Source: an optimization exercise on an open RTL-to-GDS flow (aim: small area). Production flows keep margins and buffers that such runs may drop. Only simulation tests tie the RTL to the original design; equivalence was not proved. Power is estimated from default activity; no workload was simulated.

<file path="flow/run.sh">
#!/bin/bash
# synth_recipe.tcl (not shown) runs the flow's synth.tcl, then flattens the netlist and writes it again
# the make line also repeats each setting of config.mk as NAME=value (left out here)
make -C /OpenROAD-flow-scripts/flow DESIGN_CONFIG=/design/flow/config.mk WORK_HOME=/design/flow/orfs CLKGATE_MAP_FILE= SYNTH_SCRIPT=/design/flow/synth_recipe.tcl finish
</file>
<file path="flow/config.mk">
export PLATFORM = sky130hd
export DESIGN_NAME = AHB_MC
export DESIGN_NICKNAME = AHB_MC
export VERILOG_FILES = /design/flow/design.v
export SDC_FILE = /design/flow/constraint.sdc
export NUM_CORES = 4
export LEC_CHECK = 0
export CAP_MARGIN = 20
export CORE_MARGIN = 2
export CORE_UTILIZATION = 40
export PLACE_DENSITY = 0.6
export SLEW_MARGIN = 20
</file>
<file path="flow/constraint.sdc">
create_clock -name core_clock -period 8.0 [get_ports {HCLK}]
set_input_delay 1.6000 -clock core_clock [delete_from_list [all_inputs] [get_ports {HCLK}]]
set_output_delay 1.6000 -clock core_clock [all_outputs]
set_load 0.01 [all_outputs]
</file>
<file path="flow/design.v">
module MC(
	input HCLK,
	input HRESETn,
	input [2:0] BEMF,
	output [2:0] VH,
	output [2:0] VL,
	input [28:0] boot_cmd,
	output [9:0] boot_addr,
	input [11:0] Prediv,
	input [11:0] close_loop_pwm,
	input [9:0] comp_delay,
	input [11:0] ph_overflow,
	input orientation,
	input restart_en,
	input en,
	output [2:0] status,
	output [11:0] ph_cnt,
	output stuck
);
parameter [6:0] IDLE        = 7'b0000001;
parameter [6:0] DELAY       = 7'b0000010;
parameter [6:0] RD_CMD      = 7'b0000100;
parameter [6:0] EXE_CMD     = 7'b0001000;
parameter [6:0] COMP_DELAY  = 7'b0010000;
parameter [6:0] RD_BEMF     = 7'b0100000;
parameter [6:0] EXE_LOOP    = 7'b1000000;
parameter [8:0] PH0 = 9'b000_000_000;
parameter [8:0] PH1 = 9'b100_010_001;
parameter [8:0] PH2 = 9'b010_100_001;
parameter [8:0] PH3 = 9'b001_100_010;
parameter [8:0] PH4 = 9'b100_001_010;
parameter [8:0] PH5 = 9'b010_001_100;
parameter [8:0] PH6 = 9'b001_010_100;
(* mark_debug="true" *)reg [6:0] current_state;
wire [6:0] next_state;
always@(posedge HCLK or negedge HRESETn) begin
  if(~HRESETn) current_state <= IDLE;
  else current_state <= next_state;
end
(* mark_debug="true" *)reg [9:0]  shad_comp_delay;        
(* mark_debug="true" *)reg        shad_orientation;       
(* mark_debug="true" *)reg        shad_restart_en;        
(* mark_debug="true" *)reg [11:0] shad_ph_overflow;       
(* mark_debug="true" *)reg [11:0] shad_Prediv;            
(* mark_debug="true" *)reg [11:0] shad_close_loop_pwm;    
(* mark_debug="true" *)reg [11:0] shad_phcnt;             
(* mark_debug="true" *)reg [13:0] shad_cmd_delay;         
(* mark_debug="true" *)reg [11:0] shad_cmd_PWM;           
(* mark_debug="true" *)reg [2:0] BEMF_reg;
(* mark_debug="true" *)reg [13:0] cmd_delay_cnt;    
(* mark_debug="true" *)reg [8:0] current_phase;     
(* mark_debug="true" *)reg [8:0] last_phase;        
(* mark_debug="true" *)reg [11:0] PWM_cnt;          
(* mark_debug="true" *)reg [10:0] addr_cnt;         
(* mark_debug="true" *)reg [11:0] phase_cnt;        
(* mark_debug="true" *)reg [9:0] comp_delay_cnt;    
(* mark_debug="true" *)reg [2:0] BEMF_cnt;          
(* mark_debug="true" *)reg [2:0] BEMF_HI_cnt;       
(* mark_debug="true" *)wire PWM_cnt_done         = (PWM_cnt == shad_Prediv)? 1'b1 : 1'b0;                    
(* mark_debug="true" *)wire PWM_CMD              = (PWM_cnt <= shad_cmd_PWM)? 1'b1 : 1'b0;
(* mark_debug="true" *)wire PWM_LOOP             = (PWM_cnt <= shad_close_loop_pwm)? 1'b1 : 1'b0;
(* mark_debug="true" *)wire PWM_OUT              = (current_state == EXE_CMD)? PWM_CMD : PWM_LOOP;          
(* mark_debug="true" *)wire CMD_empty            = ((boot_cmd[14:12] == 3'b0) | addr_cnt[10])? 1'b1 : 1'b0;   
(* mark_debug="true" *)wire EXE_CMD_done         = (cmd_delay_cnt == shad_cmd_delay)? 1'b1 : 1'b0;           
(* mark_debug="true" *)wire COMP_DELAY_done      = (comp_delay_cnt == shad_comp_delay)? 1'b1 : 1'b0;         
(* mark_debug="true" *)wire RD_BEMF_done         = (BEMF_cnt == 3'd7)? 1'b1 : 1'b0;                          
(* mark_debug="true" *)wire EXE_LOOP_done        = (PWM_cnt_done)? 1'b1 : 1'b0;                              
(* mark_debug="true" *)wire phase_overflow       = (phase_cnt == shad_ph_overflow)? 1'b1 : 1'b0;             
(* mark_debug="true" *)wire phase_change         = (current_phase == last_phase)? 1'b0 : 1'b1;               
(* mark_debug="true" *)wire BEMF_HI              = (BEMF_HI_cnt <= 3'd3)? 1'b0 : 1'b1;                       
wire [8:0] next_phase_cmd  = {(9){(boot_cmd[14:12] == 3'd0)}} & PH0 |                 
                              {(9){(boot_cmd[14:12] == 3'd1)}} & PH1 |
							  {(9){(boot_cmd[14:12] == 3'd2)}} & PH2 |
							  {(9){(boot_cmd[14:12] == 3'd3)}} & PH3 |
							  {(9){(boot_cmd[14:12] == 3'd4)}} & PH4 |
							  {(9){(boot_cmd[14:12] == 3'd5)}} & PH5 |
							  {(9){(boot_cmd[14:12] == 3'd6)}} & PH6;
wire [8:0] next_phase_loop_cw  = {(9){((current_phase == PH1) & BEMF_HI) | ((current_phase == PH6) & BEMF_HI)}} & PH1 |        
                                  {(9){((current_phase == PH2) & ~BEMF_HI) | ((current_phase == PH1) & ~BEMF_HI)}} & PH2 |
								  {(9){((current_phase == PH3) & BEMF_HI) | ((current_phase == PH2) & BEMF_HI)}} & PH3 |
								  {(9){((current_phase == PH4) & ~BEMF_HI) | ((current_phase == PH3) & ~BEMF_HI)}} & PH4 |
								  {(9){((current_phase == PH5) & BEMF_HI) | ((current_phase == PH4) & BEMF_HI)}} & PH5 |
								  {(9){((current_phase == PH6) & ~BEMF_HI) | ((current_phase == PH5) & ~BEMF_HI)}} & PH6;
wire [8:0] next_phase_loop_ccw  = {(9){((current_phase == PH6) & BEMF_HI) | ((current_phase == PH1) & BEMF_HI)}} & PH6 |        
                                   {(9){((current_phase == PH5) & ~BEMF_HI) | ((current_phase == PH6) & ~BEMF_HI)}} & PH5 |
								   {(9){((current_phase == PH4) & BEMF_HI) | ((current_phase == PH5) & BEMF_HI)}} & PH4 |
								   {(9){((current_phase == PH3) & ~BEMF_HI) | ((current_phase == PH4) & ~BEMF_HI)}} & PH3 |
								   {(9){((current_phase == PH2) & BEMF_HI) | ((current_phase == PH3) & BEMF_HI)}} & PH2 |
								   {(9){((current_phase == PH1) & ~BEMF_HI) | ((current_phase == PH2) & ~BEMF_HI)}} & PH1;									 
wire [8:0] next_phase_loop = (shad_orientation)? next_phase_loop_ccw : next_phase_loop_cw;
(* mark_debug="true" *)wire [8:0] next_phase      = (current_state == RD_CMD)? next_phase_cmd : next_phase_loop;
(* mark_debug="true" *)wire phase_change_pulse;          
(* mark_debug="true" *)reg phase_change_reg0;
always@(posedge HCLK) begin
    phase_change_reg0 <= phase_change;
end
assign phase_change_pulse = ~phase_change_reg0 & phase_change;
always@(posedge HCLK) begin
    BEMF_reg <= BEMF;
end
always@(posedge HCLK or negedge HRESETn) begin
	if(~HRESETn) shad_comp_delay <= 10'b0;
	else if(current_state == DELAY) shad_comp_delay <= comp_delay;
end
always@(posedge HCLK or negedge HRESETn) begin
	if(~HRESETn) shad_orientation <= 1'b0;
	else if(current_state == DELAY) shad_orientation <= orientation;
end
always@(posedge HCLK or negedge HRESETn) begin
	if(~HRESETn) shad_restart_en <= 1'b0;
	else if(current_state == DELAY) shad_restart_en <= restart_en;
end
always@(posedge HCLK or negedge HRESETn) begin
	if(~HRESETn) shad_Prediv <= 12'b0;
	else if((current_state == DELAY) | COMP_DELAY_done) shad_Prediv <= Prediv;
end
always@(posedge HCLK or negedge HRESETn) begin
	if(~HRESETn) shad_ph_overflow <= 12'b0;
	else if(current_state == DELAY) shad_ph_overflow <= ph_overflow;
end
always@(posedge HCLK or negedge HRESETn) begin
	if(~HRESETn) shad_close_loop_pwm <= 8'b0;
	else if(COMP_DELAY_done) shad_close_loop_pwm <= close_loop_pwm;
end
always@(posedge HCLK or negedge HRESETn) begin
	if(~HRESETn) shad_phcnt <= 12'b0;
	else if(phase_change_pulse) shad_phcnt <= phase_cnt;
end
always@(posedge HCLK or negedge HRESETn) begin
	if(~HRESETn) shad_cmd_delay <= 14'b0;
	else if(current_state == RD_CMD) shad_cmd_delay <= boot_cmd[28:15];
end
always@(posedge HCLK or negedge HRESETn) begin
	if(~HRESETn) shad_cmd_PWM <= 12'b0;
	else if(current_state == RD_CMD) shad_cmd_PWM <= boot_cmd[11:0];
end
always@(posedge HCLK or negedge HRESETn) begin
	if(~HRESETn) cmd_delay_cnt <= 14'b0;
	else if(~(current_state == EXE_CMD)) cmd_delay_cnt <= 14'b0;
	else if((current_state == EXE_CMD) & PWM_cnt_done) cmd_delay_cnt <= cmd_delay_cnt + 1'b1;
end
always@(posedge HCLK or negedge HRESETn) begin
	if(~HRESETn) current_phase <= PH0;
	else if(RD_BEMF_done | ((current_state == RD_CMD) & ~CMD_empty)) current_phase <= next_phase;
end
always@(posedge HCLK or negedge HRESETn) begin
	if(~HRESETn) last_phase <= PH0;
	else if(RD_BEMF_done) last_phase <= current_phase;
end
always@(posedge HCLK or negedge HRESETn) begin
	if(~HRESETn) PWM_cnt <= 12'b0;
	else if(~((current_state == EXE_CMD) | (current_state == EXE_LOOP)) | PWM_cnt_done) PWM_cnt <= 12'b0;
	else PWM_cnt <= PWM_cnt + 1'b1;
end
always@(posedge HCLK or negedge HRESETn) begin
	if(~HRESETn) addr_cnt <= 11'b0;
	else if(~((current_state == RD_CMD) | (current_state == EXE_CMD))) addr_cnt <= 11'b0;
	else if(current_state == RD_CMD) addr_cnt <= addr_cnt + 1'b1;
end
always@(posedge HCLK or negedge HRESETn) begin
	if(~HRESETn) phase_cnt <= 14'b0;
	else if(phase_change_pulse | ~((current_state == COMP_DELAY) | (current_state == RD_BEMF) | (current_state == EXE_LOOP))) phase_cnt <= 14'b0;
	else if(~phase_change_pulse & RD_BEMF_done) phase_cnt <= phase_cnt + 1'b1;
end
always@(posedge HCLK or negedge HRESETn) begin
	if(~HRESETn) comp_delay_cnt <= 10'b0;
	else if(current_state == COMP_DELAY) comp_delay_cnt <= comp_delay_cnt + 1'b1;
	else comp_delay_cnt <= 10'b0;
end
always@(posedge HCLK or negedge HRESETn) begin
	if(~HRESETn) BEMF_cnt <= 3'b0;
	else if(current_state == RD_BEMF) BEMF_cnt <= BEMF_cnt + 1'b1;
	else BEMF_cnt <= 3'b0;
end
always@(posedge HCLK or negedge HRESETn) begin
	if(~HRESETn) BEMF_HI_cnt <= 3'b0;
	else if(~(current_state == RD_BEMF)) BEMF_HI_cnt <= 3'b0;
	else if((current_state == RD_BEMF) & (|(current_phase[8:6] & BEMF_reg))) BEMF_HI_cnt <= BEMF_HI_cnt + 1'b1;
end
assign next_state = (((current_state == EXE_CMD) & ~en) | ((current_state == EXE_LOOP) & ((en & phase_overflow & ~shad_restart_en) | ~en)))? IDLE :
                    (((current_state == IDLE) & en) | ((current_state == EXE_LOOP) & (phase_overflow & en & shad_restart_en)))? DELAY :
					((current_state == DELAY) | ((current_state == EXE_CMD) & en & EXE_CMD_done))? RD_CMD :
					((current_state == RD_CMD) & ~CMD_empty)? EXE_CMD :
					(((current_state == RD_CMD) & CMD_empty) | ((current_state == EXE_LOOP) & (en & EXE_LOOP_done)))? COMP_DELAY :
					((current_state == COMP_DELAY) & COMP_DELAY_done)? RD_BEMF :
					((current_state == RD_BEMF) & RD_BEMF_done)? EXE_LOOP :
					current_state;
assign stuck = phase_overflow & (current_state == EXE_LOOP) ;
assign ph_cnt = shad_phcnt;
assign status[0] = (current_state == IDLE)? 1'b0 : 1'b1;
assign status[1] = ((current_state == COMP_DELAY) | (current_state == RD_BEMF) | (current_state == EXE_LOOP))? 1'b1 : 1'b0;
assign status[2] = ((current_state == EXE_CMD) | (current_state == EXE_LOOP))? 1'b1 : 1'b0;
assign {VL,VH} = ((current_state == EXE_CMD) | (current_state == EXE_LOOP))? {current_phase[5:3],current_phase[2:0] & {(3){PWM_OUT}}} : 6'b0;
assign boot_addr = addr_cnt[9:0];
endmodule
module AHB_MC(
	input HCLK,
	input HRESETn,
	input HSEL,
	input [1:0] HTRANS,
	input HREADY,
	input [31:0] HADDR,
	input [31:0] HWDATA,
	input HWRITE,
	output [31:0] HRDATA,
	output HRESP,
	output HREADYOUT,
	input [2:0] BEMF,
	output [2:0] VH,
	output [2:0] VL,
	output stuck,
	output cmd_we,
	output [9:0] cmd_addr,
	output [28:0] cmd_wdata,
	input [28:0] cmd_rdata
);
assign HRESP = 1'b0;
assign HREADYOUT = 1'b1;
reg [11:0] Prediv;   
reg [11:0] ph_overflow;   
reg [11:0] close_loop_pwm;   
reg [9:0] comp_delay;   
reg [1:0] ctrl;   
reg en;   
wire [2:0] status;   
wire [9:0] boot_addr;   
wire [9:0] boot_addr_wr;
wire [9:0] boot_addr_rd;
wire [28:0] boot_cmd_wr;   
wire [28:0] boot_cmd_rd;
wire [11:0] ph_cnt;
wire boot_wr_en;
wire [11:0] Prediv_next = (|HWDATA[11:8])? HWDATA[11:0] : 12'd256;
wire write_en = HSEL & HTRANS[1] & HREADY & HWRITE;
wire read_en = HSEL & HTRANS[1] & HREADY & (~HWRITE);
reg wr_en_reg;
reg rd_en_reg;
reg [10:0] addr_reg;
always@(posedge HCLK or negedge HRESETn) begin
  if(~HRESETn) wr_en_reg <= 1'b0;
  else if(write_en) wr_en_reg <= 1'b1;
  else wr_en_reg <= 1'b0;
end
always@(posedge HCLK or negedge HRESETn) begin
  if(~HRESETn) rd_en_reg <= 1'b0;
  else if(read_en) rd_en_reg <= 1'b1;
  else rd_en_reg <= 1'b0;
end
always@(posedge HCLK or negedge HRESETn) begin
  if(~HRESETn) addr_reg <= 11'b0;
  else if(write_en | read_en) addr_reg <= HADDR[12:2];
end
assign boot_addr = (en)? boot_addr_rd : boot_addr_wr;
assign boot_addr_wr = addr_reg[9:0];
assign boot_wr_en = (wr_en_reg & ~addr_reg[10] & ~en);
assign boot_cmd_wr = {HWDATA[29:16],HWDATA[14:12],HWDATA[11:0]};
assign HRDATA = (rd_en_reg & addr_reg[10])? (
                {(32){(addr_reg[2:0] == 3'd0)}} & {20'b0,close_loop_pwm} |
                {(32){(addr_reg[2:0] == 3'd1)}} & {20'b0,Prediv} |
                {(32){(addr_reg[2:0] == 3'd2)}} & {22'b0,comp_delay} |
                {(32){(addr_reg[2:0] == 3'd3)}} & {30'b0,ctrl} |
				{(32){(addr_reg[2:0] == 3'd4)}} & {20'b0,ph_cnt} |
				{(32){(addr_reg[2:0] == 3'd5)}} & {31'b0,en} |
				{(32){(addr_reg[2:0] == 3'd6)}} & {29'b0,status} |
				{(32){(addr_reg[2:0] == 3'd7)}} & {20'b0,ph_overflow}
				)
		        : 32'b0;
always@(posedge HCLK or negedge HRESETn) begin
  if(~HRESETn) close_loop_pwm <= 12'b0;
  else if(wr_en_reg & addr_reg[10] & (addr_reg[2:0] == 3'd0)) close_loop_pwm <= HWDATA[11:0];
end
always@(posedge HCLK or negedge HRESETn) begin
  if(~HRESETn) Prediv <= 12'd2048;
  else if(wr_en_reg & addr_reg[10] & (addr_reg[2:0] == 3'd1)) Prediv <= Prediv_next;
end
always@(posedge HCLK or negedge HRESETn) begin
  if(~HRESETn) comp_delay <= 10'd512;
  else if(wr_en_reg & addr_reg[10] & (addr_reg[2:0] == 3'd2)) comp_delay <= HWDATA[9:0];
end
always@(posedge HCLK or negedge HRESETn) begin
  if(~HRESETn) ctrl <= 2'b0;
  else if(wr_en_reg & addr_reg[10] & (addr_reg[2:0] == 3'd3)) ctrl <= HWDATA[1:0];
end
always@(posedge HCLK or negedge HRESETn) begin
  if(~HRESETn) ph_overflow <= 12'd2048;
  else if(wr_en_reg & addr_reg[10] & (addr_reg[2:0] == 3'd7)) ph_overflow <= HWDATA[11:0];
end
always@(posedge HCLK or negedge HRESETn) begin
  if(~HRESETn) en <= 1'b0;
  else if(wr_en_reg & addr_reg[10] & (addr_reg[2:0] == 3'd5)) en <= HWDATA[0:0];
  else if(stuck & ~ctrl[1]) en <= 1'b0;
end
MC u1_MC(
	.HCLK             (HCLK),
	.HRESETn          (HRESETn),
	.BEMF             (BEMF),
	.VH               (VH),
	.VL               (VL),
	.boot_cmd         (boot_cmd_rd),
	.boot_addr        (boot_addr_rd),
	.Prediv           (Prediv),
	.close_loop_pwm   (close_loop_pwm),
	.comp_delay       (comp_delay),
	.ph_overflow      (ph_overflow),
	.orientation      (ctrl[0]),
	.restart_en       (ctrl[1]),
	.en               (en),
	.status           (status),
	.ph_cnt           (ph_cnt),
	.stuck            (stuck)
);
assign cmd_we = boot_wr_en;
assign cmd_addr = boot_addr;
assign cmd_wdata = boot_cmd_wr;
assign boot_cmd_rd = cmd_rdata;
endmodule
</file>
==> notes.md <==
## synthesized netlist by cell type (6+ instances only)
library cell,instances
dfrtp_1,234
clkbuf_1,24
and3_1,21
nand3_1,41
a211oi_1,17
nor3_1,15
mux2_1,10
a31oi_1,6
xnor2_1,58
buf_4,56
ha_1,33
a21oi_1,25
buf_2,21
xor2_1,47
nand4_1,26
o21ai_0,54
nor2_1,106
mux2_2,87
mux2i_1,13
inv_1,41
nor4_1,7
nand2_1,204
a22oi_1,10
nor3b_1,6
and2_1,7
## critical path: cells and delay by family (launching register included)
family	cells	cell delay [ns]
AOI/OAI and AO/OA	5	1.32
buffers and inverters	1	0.56
DFF	1	0.49
adders and majority gates	1	0.35
and+or+nand+nor	1	0.19
## worst max path at each step
| stage | cells after the start | end | from |
|---|---|---|---|
| global route | 8 | VH[2] | u1_MC.PWM_cnt[2] |
| CTS | 8 | VH[0] | u1_MC.PWM_cnt[2] |
| global placement | 2 | cmd_wdata[9] | HWDATA[9] |
| floorplan | 6 | VH[0] | u1_MC.PWM_cnt[9] |
| finish | 8 | VH[0] | u1_MC.PWM_cnt[2] |
| detailed placement | 2 | cmd_wdata[9] | HWDATA[9] |
## metrics by stage
| stage | std cells | setup slack, ns | area (sq um) | util (%) |
|---|---|---|---|---|
| 2_1_floorplan | 1281 | 4.570 | 12670 | - |
| 5_1_grt | 1731 | 2.769 | 14500 | 47.04 |
| 3_3_place_gp | 1681 | 3.446 | 13630 | 44.22 |
| 3_5_place_dp | 1681 | 3.440 | 13630 | 44.22 |
| 4_1_cts | 1731 | 2.894 | 14500 | 47.04 |
| 6_report | 1731 | 2.968 | 14500 | 47.04 |
## cell families (layout without fill, tap and decap cells)
family                   after synthesis  count (layout)  synth area share [%]
AND/OR/NAND/NOR                      466             466                 17.31
flip-flops                           242             242                 47.95
buffers and inverters                151             205                 6.505
AO/OA/AOI/OAI                        149             149                 7.359
multiplexers                         113             113                 10.24
XOR/XNOR                             105             105                 7.300
adder cells (fa/ha/maj)               33              33                 3.277
other                                  2              22               0.05961
## power by group through the flow
stage	registers, mW	logic [mW]	clock network [mW]
global placement	1.72	1.19	0
global route	1.74	1.35	1.28
CTS	1.70	1.22	1.23
detailed placement	1.72	1.21	0
floorplan	1.60	0.987	0
finish	1.70	1.20	1.20
## layer usage
layer  wire length, um  up-vias
met3               869       47
met4               794        0
li1                  -     4342
met1             13840     4411
met2             14390      159
met5                 0        -
## area by class of cell
class / count / area share (%)
sequential: 242 / 41.65
multi-input combinational: 888 / 40.13
timing repair buffer: 113 / 7.730
clock buffer: 41 / 5.660
tap: 396 / 3.416
inverter: 42 / 1.087
clock inverter: 9 / 0.3278
==> flow_summary.json <==
{
  "status": "no timing/DRC/antenna violations",
  "core_sq_mm": 0.03083,
  "reg.largest.list": "u1_MC.cmd_delay_cnt (14), u1_MC.shad_cmd_delay (14)",
  "setup_tns_ns": 0,
  "synth_top_area_share_pct": 46.48,
  "cts_setup_buffers": 0,
  "tightestPinTransition_ns": 1.104,
  "synth_area_per_cell_sq_um": 9.991,
  "maxSlewViolCount": 0,
  "htree_levels": 1,
  "cts_buffers": 28,
  "clkPwrFrac_pct": 29.2,
  "swShare_pct": 34.71,
  "async_flop_share_pct": 98.35,
  "comb_power_share_pct": 29.2,
  "synth_cell_type_count": 67,
  "power.density_mw_per_mm2": 283.0,
  "finalHoldViolations": 0,
  "ys_ff_latch": 242,
  "cts.sink_count": 242,
  "wire_per_inst_um": 17.27,
  "worstPathRequired_ns": 6.40,
  "met3_usage_pct": 2.306,
  "place_hpwl_um": 21170,
  "dr.pass1.iters": 4,
  "grt_overflow": 0,
  "cts_resized": 0,
  "p_leak_nw": 6.556,
  "holdPathStages": 1,
  "vias": 8959,
  "relSlewSlack_pct": 26.41,
  "path_cells": "ha_1, a21oi_1, o22ai_1, o21a_1, a2111oi_0, o31a_1, and3_1, clkdlybuf4s50_1",
  "portBuffers": 102,
  "ctsHoldBuffers": 0,
  "hold_path_class": "register to register",
  "power.total_mw": 4.104,
  "drt_wl_total_um": 29900,
  "insertedDiodeCount": 0,
  "fin_skew_ns": 0.01460,
  "dieArea_sq_mm": 0.03293,
  "clk-insertion-delay-late_ns": 0.54,
  "nFillCells": 2863,
  "path_class": "register to output port",
  "synth_edf_count": 0,
  "cp_max_fo": 7,
  "cts.path.max_buffers": 3,
  "timing.final.crit_share_pct": 62.90,
  "gp_congestion": 0.8758,
  "grt_use_met2_pct": 31.08,
  "p_seq_share_pct": 41.5,
  "cp-start-kind": "register",
  "synth_cells": 1261,
  "grt_pass1_vias": 8933,
  "ant_nets": 0,
  "drc": 0,
  "grt_antenna_before_repair": 0,
  "synth_flop_cell": "dfrtp_1",
  "rsz0062_at_grt": "no",
  "yosysTopAreaCell": "dfrtp_1",
  "cp_slowest_cell": "clkdlybuf4s50_1",
  "seq_area_sq_mm": 0.006041,
  "grt_pass1_wl_um": 49070,
  "worst_r2r_path_depth": 6,
  "path_clk_slew_ns": 0.06,
  "p_switching_mw": 1.425,
  "slowest_delay_ns": 0.56,
  "layout_common_cells": "dfrtp_1 (234), nand2_1 (204), nor2_1 (106), clkdlybuf4s50_1 (101), mux2_2 (87)",
  "layout-drive-gt1-share_pct": 12.28,
  "row_count": 64,
  "cts_tree": "built",
  "final_common_cell": "dfrtp_1",
  "post-route-min-period_ns": 5.032,
  "grt_max_degree": 136,
  "vdd.ir_drop.worst_uv": 182.1,
  "vias_per_cell": 5.176,
  "use_met1_pct": 24.83,
  "fp.dieW_um": 181.5,
  "ys_seq_area_share_pct": 47.95,
  "timing.hold.ws_ns": 0.4424,
  "netlist_top_cells_area": "dfrtp_1 (46%), mux2_2 (7.8%), nand2_1 (6.1%)",
  "start_util_pct": 40.86,
  "multi_input_area_sq_mm": 0.005819,
  "synth_warnings": 2,
  "fmax_mhz": 198.7,
  "worstHoldStart": "u1_MC.BEMF_cnt[0]",
  "root_buffer": "clkbuf_16",
  "die-height_um": 181.5,
  "area_growth_pct": 15.12,
  "worst_ep_arrival_time_ns": 3.43,
  "r2r_end": "u1_MC.current_phase[0]",
  "reg2reg_from": "u1_MC.current_state[3]",
  "grt.total_usage_pct": 18.41,
  "drtIter0Drc": 566,
  "hold_end": "u1_MC.BEMF_cnt[0]",
  "endpoint_kind": "output port",
  "p_int_mw": 2.680,
  "syn-cell-area_sq_mm": 0.01260,
  "reg2reg_slack_ns": 5.33,
  "io_pins": 184,
  "drv_cap": 0,
  "busiest_layer": "met2",
  "nets": 1451,
  "setup_violations": 0
}

==> static timing again, ports no longer ideal <==
Ports are ideal in the flow. The routed layout listed here was re-timed in OpenROAD. Step 1 sets driving cells, clkbuf_16 on the clock port and buf_2 on the other inputs (assumed; they add their load-dependent delay and slew). Step 2, shift: input delay + t, output delay - t, t = (earliest + latest rising clock arrival at the registers) / 2. This alone moves slack from input paths to output paths. a / b / c = no drivers / after step 1 / after step 2; a / b = the first two.
t (ns): 0.583
setup WS [ns]: 2.968 / 2.917 / 3.415
worst setup path at the end: input to output
worst slew at a driven data input, ns: 0.07
pins driven straight from the clock port: 1
After both steps setup and hold are still met in this run. For this run, drivers alone change the setup slack by -0.051 ns; drivers and shift together by +0.447 ns.
